This is an optimization exercise on Yosys and OpenROAD, whose aim is small area, not a production implementation. In this exercise RTL edits were held to simulation tests only and were not proved equivalent to the original. Power is estimated from default activity; no workload was simulated.

## rev 12
## calc_top
module calc_top(
        input clk,               
        input rst,               
        input [4:0] keycode,     
        input newkey,            
        output [15:0] calcOut,   
        output [7:0] digit,      
        output [7:0] segment,    
        output NEG_LED,
        output OVW_LED
        );
For scale: roughly 890 cells after synthesis, about 7100 µm² of cells after synthesis.
Settings: LEC_CHECK=0, ABC_AREA=1, CAP_MARGIN=5, CORE_MARGIN=2, CORE_UTILIZATION=55, CTS_BUF_LIST=sky130_fd_sc_hd__clkbuf_8, GPL_TIMING_DRIVEN=0, SLEW_MARGIN=5, SYNTH_HIERARCHICAL=1; clock period 12.0 ns.
standard.sh (not shown) runs the stock make flow with config.mk's settings and CLKGATE_MAP_FILE= SYNTH_SCRIPT=/design/flow/synth_recipe.tcl, a recipe that flattens the netlist after the stock synthesis.
==> flow/flow/run.sh <==
#!/bin/bash
# The standard synthesis (kept as std_synth.v for reference), the same
# synthesis without its final flatten (hier/), the combinational logic mapped
# again for area by flow/post.ys, a check that the registers are the standard
# synthesis's, then the standard layout from floorplan to finish.
set -euo pipefail
W=$(pwd)
P=$FLOW_PLATFORM
R=$W/orfs/results/$P/calc_top/base
H=$W/hier/results/$P/calc_top/base
LIB=$FLOW_HOME/platforms/$P/lib/sky130_fd_sc_hd__tt_025C_1v80.lib
bash standard.sh synth > $W/synth.log 2>&1
cp $R/1_2_yosys.v $W/std_synth.v
sed -e "s#WORK_HOME=[^ ]*#WORK_HOME=$W/hier#" -e "s#SYNTH_SCRIPT=[^ ]*#SYNTH_SCRIPT=$W/flow/hier_synth.tcl#" \
    -e '/^if \[\[/,$d' standard.sh > $W/hier.sh
bash $W/hier.sh $H/1_2_yosys.v > $W/hier_synth.log 2>&1
sed -e "s#@LIB@#$LIB#g" -e "s#@IN@#$H/1_2_yosys.v#" -e "s#@OUT@#$R/1_2_yosys.v#" -e "s#@W@#$W#" \
    -e "s#@CELLS@#$W/flow/cells.v#" flow/post.ys > $W/post_run.ys
yosys -s $W/post_run.ys > $W/post_yosys.log 2>&1
python3 flow/check_regs.py $W/std_synth.v $R/1_2_yosys.v > $W/check_regs.log 2>&1
bash standard.sh BUFFER_PORTS_ARGS="-buffer_cell sky130_fd_sc_hd__buf_1" \
    CTS_ARGS="-sink_clustering_enable -repair_clock_nets -buf_list sky130_fd_sc_hd__clkbuf_8 -dont_use_dummy_load" finish > $W/layout.log 2>&1
Other scripts of this flow, unchanged in this note and not shown: flow/flow/cells.v, flow/flow/check_regs.py, flow/flow/hier_synth.tcl, flow/flow/post.ys
Modified inputs, rev 13 compared to rev 12
-- flow/design.v --
<<< rev 12, line 647
    generate for (b = 0; b < 17; b = b + 1) begin : pick
        ao222_n p3 (sel_shift, shifted[b], sel_a, A[b], sel_p, P[b], pick3_n[b]);
        ao22_n p2 (sel_s, S[b], sel_x, X[b], pick2_n[b]);
    end endgenerate
    always @* nextX = ~(pick3_n & pick2_n);
>>> rev 13, line 647
    generate for (b = 0; b < 17; b = b + 1) begin : pick
        ao222_n p3 (sel_shift, shifted[b], sel_a, A[b], sel_p, P[b], pick3_n[b]);
        if (b == 1) begin : s_zero
            assign pick2_n[b] = ~(sel_x & X[b]);
        end else begin : s_bit
            ao22_n p2 (sel_s, S[b], sel_x, X[b], pick2_n[b]);
        end
    end endgenerate
    always @* nextX = ~(pick3_n & pick2_n);
Setup slack of the most critical reg-to-reg path for rev 13 is higher than for rev 12. On rev 13: final non-filler cell area is 0.82% higher than what rev 12 gave. For horizontal extent of the die, rev 13 and rev 12 come out practically identical. Having completed the whole flow, rev 13 delivered a layout that passed the timing, DRC and antenna checks. The final reports for rev 13 and rev 12 show layout overhead on the synthesized area higher in the former. Final critical-path setup slack: rev 13 vs rev 12 down 5.7 ps. The run showing the greater setup slack after placement is rev 12. Looking at multi-input combinational cell count across rev 12 and rev 13, the one that comes out lower is rev 12. The run showing the smaller global-route usage over all layers is rev 12.

* * *

Setup of exp/indigo:
calc_top again, from the RTL that the note above started with.
clock: 12.0 ns
lec_check: 0
abc_area: 1
cap_margin: 5
core_margin: 2
core_utilization: 55
cts_buf_list: sky130_fd_sc_hd__clkbuf_8
gpl_timing_driven: 0
slew_margin: 5
synth_hierarchical: 1
==> flow/flow/run.sh <==
#!/bin/bash
# The standard synthesis (kept as std_synth.v for reference), the same
# synthesis without its final flatten (hier/), the combinational logic mapped
# again for area by flow/post.ys, a check that the registers are the standard
# synthesis's, then the standard layout from floorplan to finish.
set -euo pipefail
W=$(pwd)
P=$FLOW_PLATFORM
R=$W/orfs/results/$P/calc_top/base
H=$W/hier/results/$P/calc_top/base
LIB=$FLOW_HOME/platforms/$P/lib/sky130_fd_sc_hd__tt_025C_1v80.lib
bash standard.sh synth > $W/synth.log 2>&1
cp $R/1_2_yosys.v $W/std_synth.v
sed -e "s#WORK_HOME=[^ ]*#WORK_HOME=$W/hier#" -e "s#SYNTH_SCRIPT=[^ ]*#SYNTH_SCRIPT=$W/flow/hier_synth.tcl#" \
    -e '/^if \[\[/,$d' standard.sh > $W/hier.sh
bash $W/hier.sh $H/1_2_yosys.v > $W/hier_synth.log 2>&1
sed -e "s#@LIB@#$LIB#g" -e "s#@IN@#$H/1_2_yosys.v#" -e "s#@OUT@#$R/1_2_yosys.v#" -e "s#@W@#$W#" \
    -e "s#@CELLS@#$W/flow/cells.v#" flow/post.ys > $W/post_run.ys
yosys -s $W/post_run.ys > $W/post_yosys.log 2>&1
python3 flow/check_regs.py $W/std_synth.v $R/1_2_yosys.v > $W/check_regs.log 2>&1
bash standard.sh BUFFER_PORTS_ARGS="-buffer_cell sky130_fd_sc_hd__buf_1" finish > $W/layout.log 2>&1
Other scripts of this flow, unchanged in this note and not shown: flow/flow/cells.v, flow/flow/check_regs.py, flow/flow/hier_synth.tcl, flow/flow/post.ys
Edits applied to the flow inputs when going from exp/indigo to exp/raven:
--- a/flow/design.v
+++ b/flow/design.v
@@ -607,29 +607,23 @@
     wire fa406_0, fa406_1;
     fa u406 (a381, a382, fa405_1, fa406_0, fa406_1);
     wire fa407_0, fa407_1;
     fa u407 (a383, a384, fa406_1, fa407_0, fa407_1);
     wire fa408_0, fa408_1;
     fa u408 (a385, a386, fa407_1, fa408_0, fa408_1);
-    wire ha409_0, ha409_1;
-    ha u409 (a387, a388, ha409_0, ha409_1);
-    wire f410 = ha409_0 ^ fa408_1;
-    wire f411 = ha409_1 | (ha409_0 & fa408_1);
-    wire ha412_0, ha412_1;
-    ha u412 (a389, a390, ha412_0, ha412_1);
-    wire f413 = ha412_0 ^ f411;
-    wire f414 = ha412_1 | (ha412_0 & f411);
-    wire ha415_0, ha415_1;
-    ha u415 (a391, a392, ha415_0, ha415_1);
-    wire f416 = ha415_0 ^ f414;
-    wire f417 = ha415_1 | (ha415_0 & f414);
-    wire x418 = a393 ^ a394;
-    wire x419 = x418 ^ f417;
+    wire fa409_0, fa409_1;
+    fa u409 (a387, a388, fa408_1, fa409_0, fa409_1);
+    wire fa410_0, fa410_1;
+    fa u410 (a389, a390, fa409_1, fa410_0, fa410_1);
+    wire fa411_0, fa411_1;
+    fa u411 (a391, a392, fa410_1, fa411_0, fa411_1);
+    wire x412 = a393 ^ a394;
+    wire x413 = x412 ^ fa411_1;
     wire [17:0] P = {x207, fa190_0, ha182_0, fa174_0, ha167_0, fa160_0, ha154_0, fa148_0, ha143_0, fa138_0, ha134_0, fa130_0, ha127_0, fa124_0, ha122_0, fa120_0, ha119_0, l4};    
     wire [17:0] S = {x358, fa343_0, ha336_0, fa329_0, ha323_0, fa317_0, ha312_0, fa307_0, ha303_0, fa299_0, ha296_0, fa293_0, ha291_0, fa289_0, ha288_0, d208, 1'b0, X[0]};    
-    wire [17:0] A = {x419, f416, f413, f410, fa408_0, fa407_0, fa406_0, fa405_0, fa404_0, fa403_0, fa402_0, fa401_0, fa400_0, fa399_0, fa398_0, fa397_0, fa396_0, fa395_0};    
+    wire [17:0] A = {x413, fa411_0, fa410_0, fa409_0, fa408_0, fa407_0, fa406_0, fa405_0, fa404_0, fa403_0, fa402_0, fa401_0, fa400_0, fa399_0, fa398_0, fa397_0, fa396_0, fa395_0};    
     wire key     = newkey & ~rst;
     wire k_digit = key & keycode[4];
     wire k_op    = key & (keycode[4:2] == 3'b010);
     wire k_ce    = key & (keycode == 5'b01100);
     wire k_ca    = key & (keycode == 5'b00100);
     wire k_eq    = key & (keycode == 5'b00011);
[summary]
[compare] base=exp/indigo new=exp/raven: critical path depth has increased, largest incremental delay on the critical path has decreased. Diff exp/indigo -> exp/raven: design area saw an increase; flip-flop and latch count saw little to no change. From exp/indigo to exp/raven the numbers moved as follows: net total in the final layout went up; synthesis-to-finish area growth has increased; maximum fanout along the worst path increased by 10% relative to the old numbers. exp/raven finished all stages; the layout is clean. The maximum clock frequency of exp/raven is lower than that of exp/indigo. Going from exp/indigo to exp/raven, combinational power now larger, setup slack moved down. Cell count after placement is higher on exp/indigo.

* * *

## JK
calc_top with an RTL version that a note above also has.
Size in the first run: about 42 I/O pins, roughly 7100 µm² of cells after synthesis.
Design calc_top, start of the top module:
module calc_top(
        input clk,               
        input rst,               
        input [4:0] keycode,     
        input newkey,            
        output [15:0] calcOut,   
        output [7:0] digit,      
        output [7:0] segment,    
        output NEG_LED,
        output OVW_LED
        );
    reg [16:0] X, Y;         
    reg [1:0] OP;            
    reg [9:0] count10;       
    reg [1:0] count2;        
    wire [16:0] nextX, nextY;
    wire [1:0] nextOP;
    myCalc calculator (
        .X(X), .Y(Y), .OP(OP),
        .keycode(keycode), .newkey(newkey), .rst(rst),
        .nextX(nextX), .nextY(nextY), .nextOP(nextOP),
        .OVW(OVW_LED)
        );
    always @(posedge clk) begin
        X <= nextX;
        Y <= nextY;
        OP <= nextOP;
    end
    assign calcOut = X[15:0];
    assign NEG_LED = X[16];
    wire [9:0] next10;
    wire at_zero;
    DisplayInterface display (
        .value(X[15:0]), .count10(count10), .count2(count2),
        .next10(next10), .at_zero(at_zero),
        .digit(digit), .segment(segment)
        );
    always @(posedge clk or posedge rst)
        if (rst) count10 <= 10'b0;
        else count10 <= next10;
    always @(posedge clk or posedge rst)
        if (rst) count2 <= 2'b0;
  ...
clock: 12.0 ns
lec_check: 0
abc_area: 1
cap_margin: 5
core_margin: 2
core_utilization: 55
cts_buf_list: sky130_fd_sc_hd__clkbuf_8
gpl_timing_driven: 0
slew_margin: 5
synth_hierarchical: 1
Scripts as last shown in full above: flow/flow/run.sh
Other scripts of this flow, unchanged in this note and not shown: flow/flow/cells.v, flow/flow/check_regs.py, flow/flow/hier_synth.tcl, flow/flow/post.ys
Modified inputs, MS compared to JK
diff --git a/flow/design.v b/flow/design.v
--- a/flow/design.v
+++ b/flow/design.v
@@ -596,43 +596,51 @@
     fa u400 (a369, a370, fa399_1, fa400_0, fa400_1);
     wire fa401_0, fa401_1;
     fa u401 (a371, a372, fa400_1, fa401_0, fa401_1);
     wire fa402_0, fa402_1;
     fa u402 (a373, a374, fa401_1, fa402_0, fa402_1);
     wire fa403_0, fa403_1;
     fa u403 (a375, a376, fa402_1, fa403_0, fa403_1);
     wire fa404_0, fa404_1;
     fa u404 (a377, a378, fa403_1, fa404_0, fa404_1);
-    wire fa405_0, fa405_1;
-    fa u405 (a379, a380, fa404_1, fa405_0, fa405_1);
-    wire fa406_0, fa406_1;
-    fa u406 (a381, a382, fa405_1, fa406_0, fa406_1);
-    wire fa407_0, fa407_1;
-    fa u407 (a383, a384, fa406_1, fa407_0, fa407_1);
-    wire fa408_0, fa408_1;
-    fa u408 (a385, a386, fa407_1, fa408_0, fa408_1);
-    wire ha409_0, ha409_1;
-    ha u409 (a387, a388, ha409_0, ha409_1);
-    wire f410 = ha409_0 ^ fa408_1;
-    wire f411 = ha409_1 | (ha409_0 & fa408_1);
-    wire ha412_0, ha412_1;
-    ha u412 (a389, a390, ha412_0, ha412_1);
-    wire f413 = ha412_0 ^ f411;
-    wire f414 = ha412_1 | (ha412_0 & f411);
-    wire ha415_0, ha415_1;
-    ha u415 (a391, a392, ha415_0, ha415_1);
-    wire f416 = ha415_0 ^ f414;
-    wire f417 = ha415_1 | (ha415_0 & f414);
-    wire x418 = a393 ^ a394;
-    wire x419 = x418 ^ f417;
+    wire ha405_0, ha405_1;
+    ha u405 (a379, a380, ha405_0, ha405_1);
+    wire f406 = ha405_0 ^ fa404_1;
+    wire f407 = ha405_1 | (ha405_0 & fa404_1);
+    wire ha408_0, ha408_1;
+    ha u408 (a381, a382, ha408_0, ha408_1);
+    wire f409 = ha408_0 ^ f407;
+    wire f410 = ha408_1 | (ha408_0 & f407);
+    wire ha411_0, ha411_1;
+    ha u411 (a383, a384, ha411_0, ha411_1);
+    wire f412 = ha411_0 ^ f410;
+    wire f413 = ha411_1 | (ha411_0 & f410);
+    wire ha414_0, ha414_1;
+    ha u414 (a385, a386, ha414_0, ha414_1);
+    wire f415 = ha414_0 ^ f413;
+    wire f416 = ha414_1 | (ha414_0 & f413);
+    wire ha417_0, ha417_1;
+    ha u417 (a387, a388, ha417_0, ha417_1);
+    wire f418 = ha417_0 ^ f416;
+    wire f419 = ha417_1 | (ha417_0 & f416);
+    wire ha420_0, ha420_1;
+    ha u420 (a389, a390, ha420_0, ha420_1);
+    wire f421 = ha420_0 ^ f419;
+    wire f422 = ha420_1 | (ha420_0 & f419);
+    wire ha423_0, ha423_1;
+    ha u423 (a391, a392, ha423_0, ha423_1);
+    wire f424 = ha423_0 ^ f422;
+    wire f425 = ha423_1 | (ha423_0 & f422);
+    wire x426 = a393 ^ a394;
+    wire x427 = x426 ^ f425;
     wire [17:0] P = {x207, fa190_0, ha182_0, fa174_0, ha167_0, fa160_0, ha154_0, fa148_0, ha143_0, fa138_0, ha134_0, fa130_0, ha127_0, fa124_0, ha122_0, fa120_0, ha119_0, l4};    
     wire [17:0] S = {x358, fa343_0, ha336_0, fa329_0, ha323_0, fa317_0, ha312_0, fa307_0, ha303_0, fa299_0, ha296_0, fa293_0, ha291_0, fa289_0, ha288_0, d208, 1'b0, X[0]};    
-    wire [17:0] A = {x419, f416, f413, f410, fa408_0, fa407_0, fa406_0, fa405_0, fa404_0, fa403_0, fa402_0, fa401_0, fa400_0, fa399_0, fa398_0, fa397_0, fa396_0, fa395_0};    
+    wire [17:0] A = {x427, f424, f421, f418, f415, f412, f409, f406, fa404_0, fa403_0, fa402_0, fa401_0, fa400_0, fa399_0, fa398_0, fa397_0, fa396_0, fa395_0};    
     wire key     = newkey & ~rst;
     wire k_digit = key & keycode[4];
     wire k_op    = key & (keycode[4:2] == 3'b010);
     wire k_ce    = key & (keycode == 5'b01100);
     wire k_ca    = key & (keycode == 5'b00100);
     wire k_eq    = key & (keycode == 5'b00011);
     wire k_sqr   = key & (keycode == 5'b00001);
     wire k_neg   = key & (keycode == 5'b00010);
     wire op_mul = (OP == 2'b01);
@@ -640,23 +648,19 @@
     wire sel_a = (k_eq & OP[1]) | (k_neg & ~OP[1]);
     wire sel_p = (k_eq & op_mul) | (k_neg & OP[1]);
     wire sel_s = k_sqr;
     wire sel_x = ~(rst | k_digit | k_op | k_ce | k_ca | k_sqr | k_neg | (k_eq & (OP != 2'b00)));
     wire [16:0] shifted = {X[12:0], keycode[3:0]};
     wire [16:0] pick3_n, pick2_n;
     genvar b;
     generate for (b = 0; b < 17; b = b + 1) begin : pick
         ao222_n p3 (sel_shift, shifted[b], sel_a, A[b], sel_p, P[b], pick3_n[b]);
-        if (b == 1) begin : s_zero
-            assign pick2_n[b] = ~(sel_x & X[b]);
-        end else begin : s_bit
-            ao22_n p2 (sel_s, S[b], sel_x, X[b], pick2_n[b]);
-        end
+        ao22_n p2 (sel_s, S[b], sel_x, X[b], pick2_n[b]);
     end endgenerate
     always @* nextX = ~(pick3_n & pick2_n);
     wire hold_y = ~(rst | k_op | k_ca);
     assign nextY = ({17{k_op}} & X) | ({17{hold_y}} & Y);
     assign nextOP = ({2{k_op}} & keycode[1:0]) | ({2{hold_y}} & OP);
     assign OVW = (OP[1] & A[17]) | (op_mul & P[17]) | (k_sqr & S[17]);
 endmodule
 module fa(input a, input b, input c, output s, output co);
     assign s = a ^ b ^ c;
Results
Timing, DRC, antenna: 0 failures across MS and JK
Post-place instance area | MS above JK
Min cell leakage power across MS and JK: JK
JK and MS ended up with roughly the same clock-cell share of area.
On MS: instance count of the mapped netlist is 1.7% higher than what JK gave.
MS vs JK — total stage count of the critical path rose 6.

## re-timing with driven ports
In the flow no input, the clock included, has a driving cell. The finished layouts below were timed again as built, in two steps. Step 1, drivers: a clkbuf_16 drives clk and a buf_2 each remaining input, both assumed. Step 2 also shifts input and output timing later by t, the mid clock arrival at the registers, as if the neighbouring blocks saw the same clock. Three values: no drivers, after step 1, after step 2; two values: the first two.
run | t, ns | slack for setup (ns) | clock arrival spread, ns | worst data-port slew with drivers (ns)
rev 12 | 0.335 | 0.410 / 0.376 / 0.711 | 0.025 / 0.024 | 0.03
rev 13 | 0.343 | 0.405 / 0.370 / 0.713 | 0.020 / 0.020 | 0.03
exp/indigo | 0.345 | 0.366 / 0.331 / 0.675 | 0.011 / 0.011 | 0.03
exp/raven | 0.351 | 0.292 / 0.254 / 0.606 | 0.010 / 0.011 | 0.03
JK | 0.351 | 0.428 / 0.393 / 0.745 | 0.009 / 0.009 | 0.03
MS | 0.346 | 0.662 / 0.627 / 0.973 | 0.021 / 0.021 | 0.03
After both steps every run listed still meets setup and hold.
